This is an optimization exercise on Yosys and OpenROAD, whose aim is small area and a short achievable clock period, not a production implementation. Power and IR drop assume default switching activity.

## datapathB_behavioral
module datapathB_behavioral
  #(parameter WLx = 8, parameter WLc = 8)
  ( input signed [WLx-1:0] x,
    input signed [WLc-1:0] a, b, c,
    input CLK,
    output signed [(WLx+WLc+WLc)+1:0] outR
  );
  reg [11:0] ex2; reg [7:0] x1, c1, c2; reg [8:0] w1;
  reg [15:0] yA1, yB1, y2;
  reg [22:0] zA3, zB3, z4; reg [8:0] w3;
  wire [11:0] ex0 = {x[7], ((x[7] & ~x[6] & ~x[5]) | (~x[7] & x[6] & x[5])), (x[6] ^ x[5]), x[5], ((x[5] & ~x[4] & ~x[3]) | (~x[5] & x[4] & x[3])), (x[4] ^ x[3]), x[3], ((x[3] & ~x[2] & ~x[1]) | (~x[3] & x[2] & x[1])), (x[2] ^ x[1]), x[1], (x[1] & ~x[0]), x[0]};
  wire [11:0] ex1 = {x1[7], ((x1[7] & ~x1[6] & ~x1[5]) | (~x1[7] & x1[6] & x1[5])), (x1[6] ^ x1[5]), x1[5], ((x1[5] & ~x1[4] & ~x1[3]) | (~x1[5] & x1[4] & x1[3])), (x1[4] ^ x1[3]), x1[3], ((x1[3] & ~x1[2] & ~x1[1]) | (~x1[3] & x1[2] & x1[1])), (x1[2] ^ x1[1]), x1[1], (x1[1] & ~x1[0]), x1[0]};
  wire n_1;
  wire n_2;
  wire n_3;
  wire n_4;
  wire n_5;
  wire n_6;
  wire n_7;
  wire n_8;
  wire n_9;
  wire n_10;
  wire n_11;
  wire n_12;
  wire n_13;
  wire n_14;
  wire n_15;
  wire n_16;
  wire n_17;
  wire n_18;
  wire n_19;
  wire n_20;
  wire n_21;
  wire n_22;
  wire n_23;
  wire n_24;
  wire n_25;
  wire n_26;
  wire n_27;
  wire n_28;
  wire n_29;
  wire n_30;
  wire n_31;
  wire n_32;
  wire n_33;
  wire n_34;
  wire n_35;
  wire n_36;
  wire n_37;
  wire n_38;
  wire n_39;
  wire n_40;
  wire n_41;
  wire n_42;
  wire n_43;
  wire n_44;
  wire n_45;
  wire n_46;
  wire n_47;
  wire n_48;
  wire n_49;
  wire n_50;
  wire n_51;
  wire n_52;
  wire n_53;
  wire n_54;
  wire n_55;
  wire n_56;
  wire n_57;
  wire n_58;
  wire n_59;
  wire n_60;
  wire n_61;
  wire n_62;
  wire n_63;
  wire n_64;
  wire n_65;
  wire n_66;
  wire n_67;
  wire n_68;
  wire n_69;
  wire n_70;
  wire n_71;
  ...
For scale: ~160 flip-flops, ~59 I/O pins, roughly 9500 um2 of cells after synthesis.
clock: 6.0 ns
lec_check: 0
cap_margin: 20
core_margin: 2
core_utilization: 40
cts_buf_list: sky130_fd_sc_hd__clkbuf_8
cts_cluster_size: 40
setup_slack_margin: 3.3
slew_margin: 20
standard.sh (not shown) runs the stock make flow with config.mk's settings and CLKGATE_MAP_FILE= SYNTH_SCRIPT=/design/flow/synth_recipe.tcl, a recipe that flattens the netlist after the stock synthesis.
==> flow/flow/run.sh <==
#!/bin/bash
# Standard ORFS layout (standard.sh), except that every port gets a buf_2 as its port
# buffer instead of the delay buffer that buffer_ports picks by default.
set -euo pipefail
export BUFFER_PORTS_ARGS="-buffer_cell sky130_fd_sc_hd__buf_2"
bash standard.sh > standard_flow.log 2>&1
Then changed:
--- a/flow/design.v
+++ b/flow/design.v
@@ -1,19 +1,20 @@
 module datapathB_behavioral
   #(parameter WLx = 8, parameter WLc = 8)
   ( input signed [WLx-1:0] x,
     input signed [WLc-1:0] a, b, c,
     input CLK,
     output signed [(WLx+WLc+WLc)+1:0] outR
   );
-  reg [11:0] ex2; reg [7:0] x1, c1, c2; reg [8:0] w1;
+  reg [7:0] x1, c1, c2; reg [8:0] w1;
+  reg [11:0] ex2;
   reg [15:0] yA1, yB1, y2;
-  reg [22:0] zA3, zB3, z4; reg [8:0] w3;
+  reg [5:0] zlo3; reg [16:0] zA3, zB3; reg cyk3, clo3; reg [2:0] wh3; reg [22:0] z4;
   wire [11:0] ex0 = {x[7], ((x[7] & ~x[6] & ~x[5]) | (~x[7] & x[6] & x[5])), (x[6] ^ x[5]), x[5], ((x[5] & ~x[4] & ~x[3]) | (~x[5] & x[4] & x[3])), (x[4] ^ x[3]), x[3], ((x[3] & ~x[2] & ~x[1]) | (~x[3] & x[2] & x[1])), (x[2] ^ x[1]), x[1], (x[1] & ~x[0]), x[0]};
   wire [11:0] ex1 = {x1[7], ((x1[7] & ~x1[6] & ~x1[5]) | (~x1[7] & x1[6] & x1[5])), (x1[6] ^ x1[5]), x1[5], ((x1[5] & ~x1[4] & ~x1[3]) | (~x1[5] & x1[4] & x1[3])), (x1[4] ^ x1[3]), x1[3], ((x1[3] & ~x1[2] & ~x1[1]) | (~x1[3] & x1[2] & x1[1])), (x1[2] ^ x1[1]), x1[1], (x1[1] & ~x1[0]), x1[0]};
   wire n_1;
   wire n_2;
   wire n_3;
   wire n_4;
   wire n_5;
   wire n_6;
   wire n_7;
@@ -392,25 +393,31 @@
   assign n_188 = (n_128 & n_157) | (n_128 & n_156) | (n_157 & n_156);
   assign n_189 = n_114 ^ n_129 ^ n_158;
   assign n_190 = (n_114 & n_129) | (n_114 & n_158) | (n_129 & n_158);
   assign n_191 = n_115 ^ n_130;
   assign n_192 = n_115 & n_130;
   wire [15:0] yA = {1'b0, n_36, n_35, n_63, n_61, n_59, n_57, n_55, n_53, n_51, n_49, n_19, n_4, n_3, n_2, n_1};
   wire [15:0] yB = {1'b0, 1'b0, n_64, n_62, n_60, n_58, n_56, n_54, n_52, n_50, n_48, n_47, n_11, n_10, 1'b0, 1'b0};
   wire [22:0] zA = {n_132, n_131, n_191, n_189, n_187, n_185, n_183, n_181, n_179, n_177, n_175, n_173, n_171, n_169, n_167, n_165, n_163, n_161, n_99, n_68, n_67, n_66, n_65};
   wire [22:0] zB = {1'b0, n_192, n_190, n_188, n_186, n_184, n_182, n_180, n_178, n_176, n_174, n_172, n_170, n_168, n_166, n_164, n_162, n_160, n_159, n_83, n_82, 1'b0, 1'b0};
-  wire signed [8:0] w0 = $signed({b[7], b}) + $signed({2'b00, {ex0[11], 1'b0, ex0[8], 1'b0, ex0[5], 1'b0, ex0[2]}});
-  wire signed [8:0] w2 = $signed({c2[7], c2}) + $signed({2'b00, {ex2[11], 1'b0, ex2[8], 1'b0, ex2[5], 1'b0, ex2[2]}});
+  wire [8:0] w0 = {b[7], b} + {2'b00, {ex0[11], 1'b0, ex0[8], 1'b0, ex0[5], 1'b0, ex0[2]}};
+  wire [8:0] w2 = {c2[7], c2} + {2'b00, {ex2[11], 1'b0, ex2[8], 1'b0, ex2[5], 1'b0, ex2[2]}};
   wire [15:0] W1 = {{7{w1[8]}}, w1} + 16'd43776;
-  wire [22:0] W2 = {{14{w3[8]}}, w3} + 23'd2818048;
   wire [15:0] s1s = yA1 ^ yB1 ^ W1;
   wire [15:0] s1c = (yA1 & yB1) | (yA1 & W1) | (yB1 & W1);
-  wire [22:0] s3s = zA3 ^ zB3 ^ W2;
-  wire [22:0] s3c = (zA3 & zB3) | (zA3 & W2) | (zB3 & W2);
+  wire [5:0] Wl = w2[5:0];
+  wire [5:0] ls = zA[5:0] ^ zB[5:0] ^ Wl;
+  wire [5:0] lc = (zA[5:0] & zB[5:0]) | (zA[5:0] & Wl) | (zB[5:0] & Wl);
+  wire [6:0] lo = ls + {lc[4:0], 1'b0};
+  wire [22:0] W2f = {{14{wh3[2]}}, wh3, 6'd0} + 23'd2818048;
+  wire [16:0] Wh = W2f[22:6];
+  wire [16:0] hs = zA3 ^ zB3 ^ Wh;
+  wire [16:0] hc = (zA3 & zB3) | (zA3 & Wh) | (zB3 & Wh);
+  wire [17:0] hsum = {hs, 1'b1} + {hc[15:0], cyk3, clo3};
   always @(posedge CLK) begin
     x1 <= x; w1 <= w0; c1 <= c; yA1 <= yA; yB1 <= yB;
     ex2 <= ex1; c2 <= c1; y2 <= s1s + {s1c[14:0], 1'b0};
-    zA3 <= zA; zB3 <= zB; w3 <= w2;
-    z4 <= s3s + {s3c[21:0], 1'b0};
+    zlo3 <= lo[5:0]; clo3 <= lo[6]; cyk3 <= lc[5]; wh3 <= w2[8:6]; zA3 <= zA[22:6]; zB3 <= zB[22:6];
+    z4 <= {hsum[17:1], zlo3};
   end
   assign outR = {{3{z4[22]}}, z4};
 endmodule
=> Utilization barely changes; flip-flop and latch count goes down by 8; cell area hardly moves; power goes down by 2.3%; global-route usage goes up by 0.32 points; area after synthesis goes down by 0.33%; routed wire length goes up by 0.87%; clock skew is about the same; die area goes down by 0.32%; cell count goes up by 2.8%; setup slack is better by 24 ps; fmax goes up by 0.91%; critical path depth does not change; non-clock buffer count goes up by 3.
No functional check of the RTL was part of any run of this note.

static timing again, ports no longer ideal:
The results above use ideal ports. As a check the final layouts listed here were re-extracted and re-timed, cells and wires unchanged. Step 1, drivers: a clkbuf_16 drives CLK and a buf_2 each remaining input, both assumed. Step 2 moves the port delays by t, midway between the first and last clock arrival at a register: inputs arrive t later, outputs are due t later. That takes back most of the time a late clock gives input paths. a / b / c = ideal / step 1 / step 2; a / b = the first two.
| run | t, ns | setup slack, ns | worst setup path after step 2 | clock arrival spread, ns | pins driven straight from the clock port |
|---|---|---|---|---|---|
| the first run | 0.491 | 3.365 / 3.293 / 2.801 | input to register | 0.014 / 0.015 | 1 |
| the second run | 0.494 | 3.389 / 3.283 / 2.789 | input to register | 0.012 / 0.012 | 1 |
After both steps setup and hold are still met in every run listed. The setup slack of the second run, which loses most, moves by -0.106 ns with the drivers and by -0.600 ns with both steps.
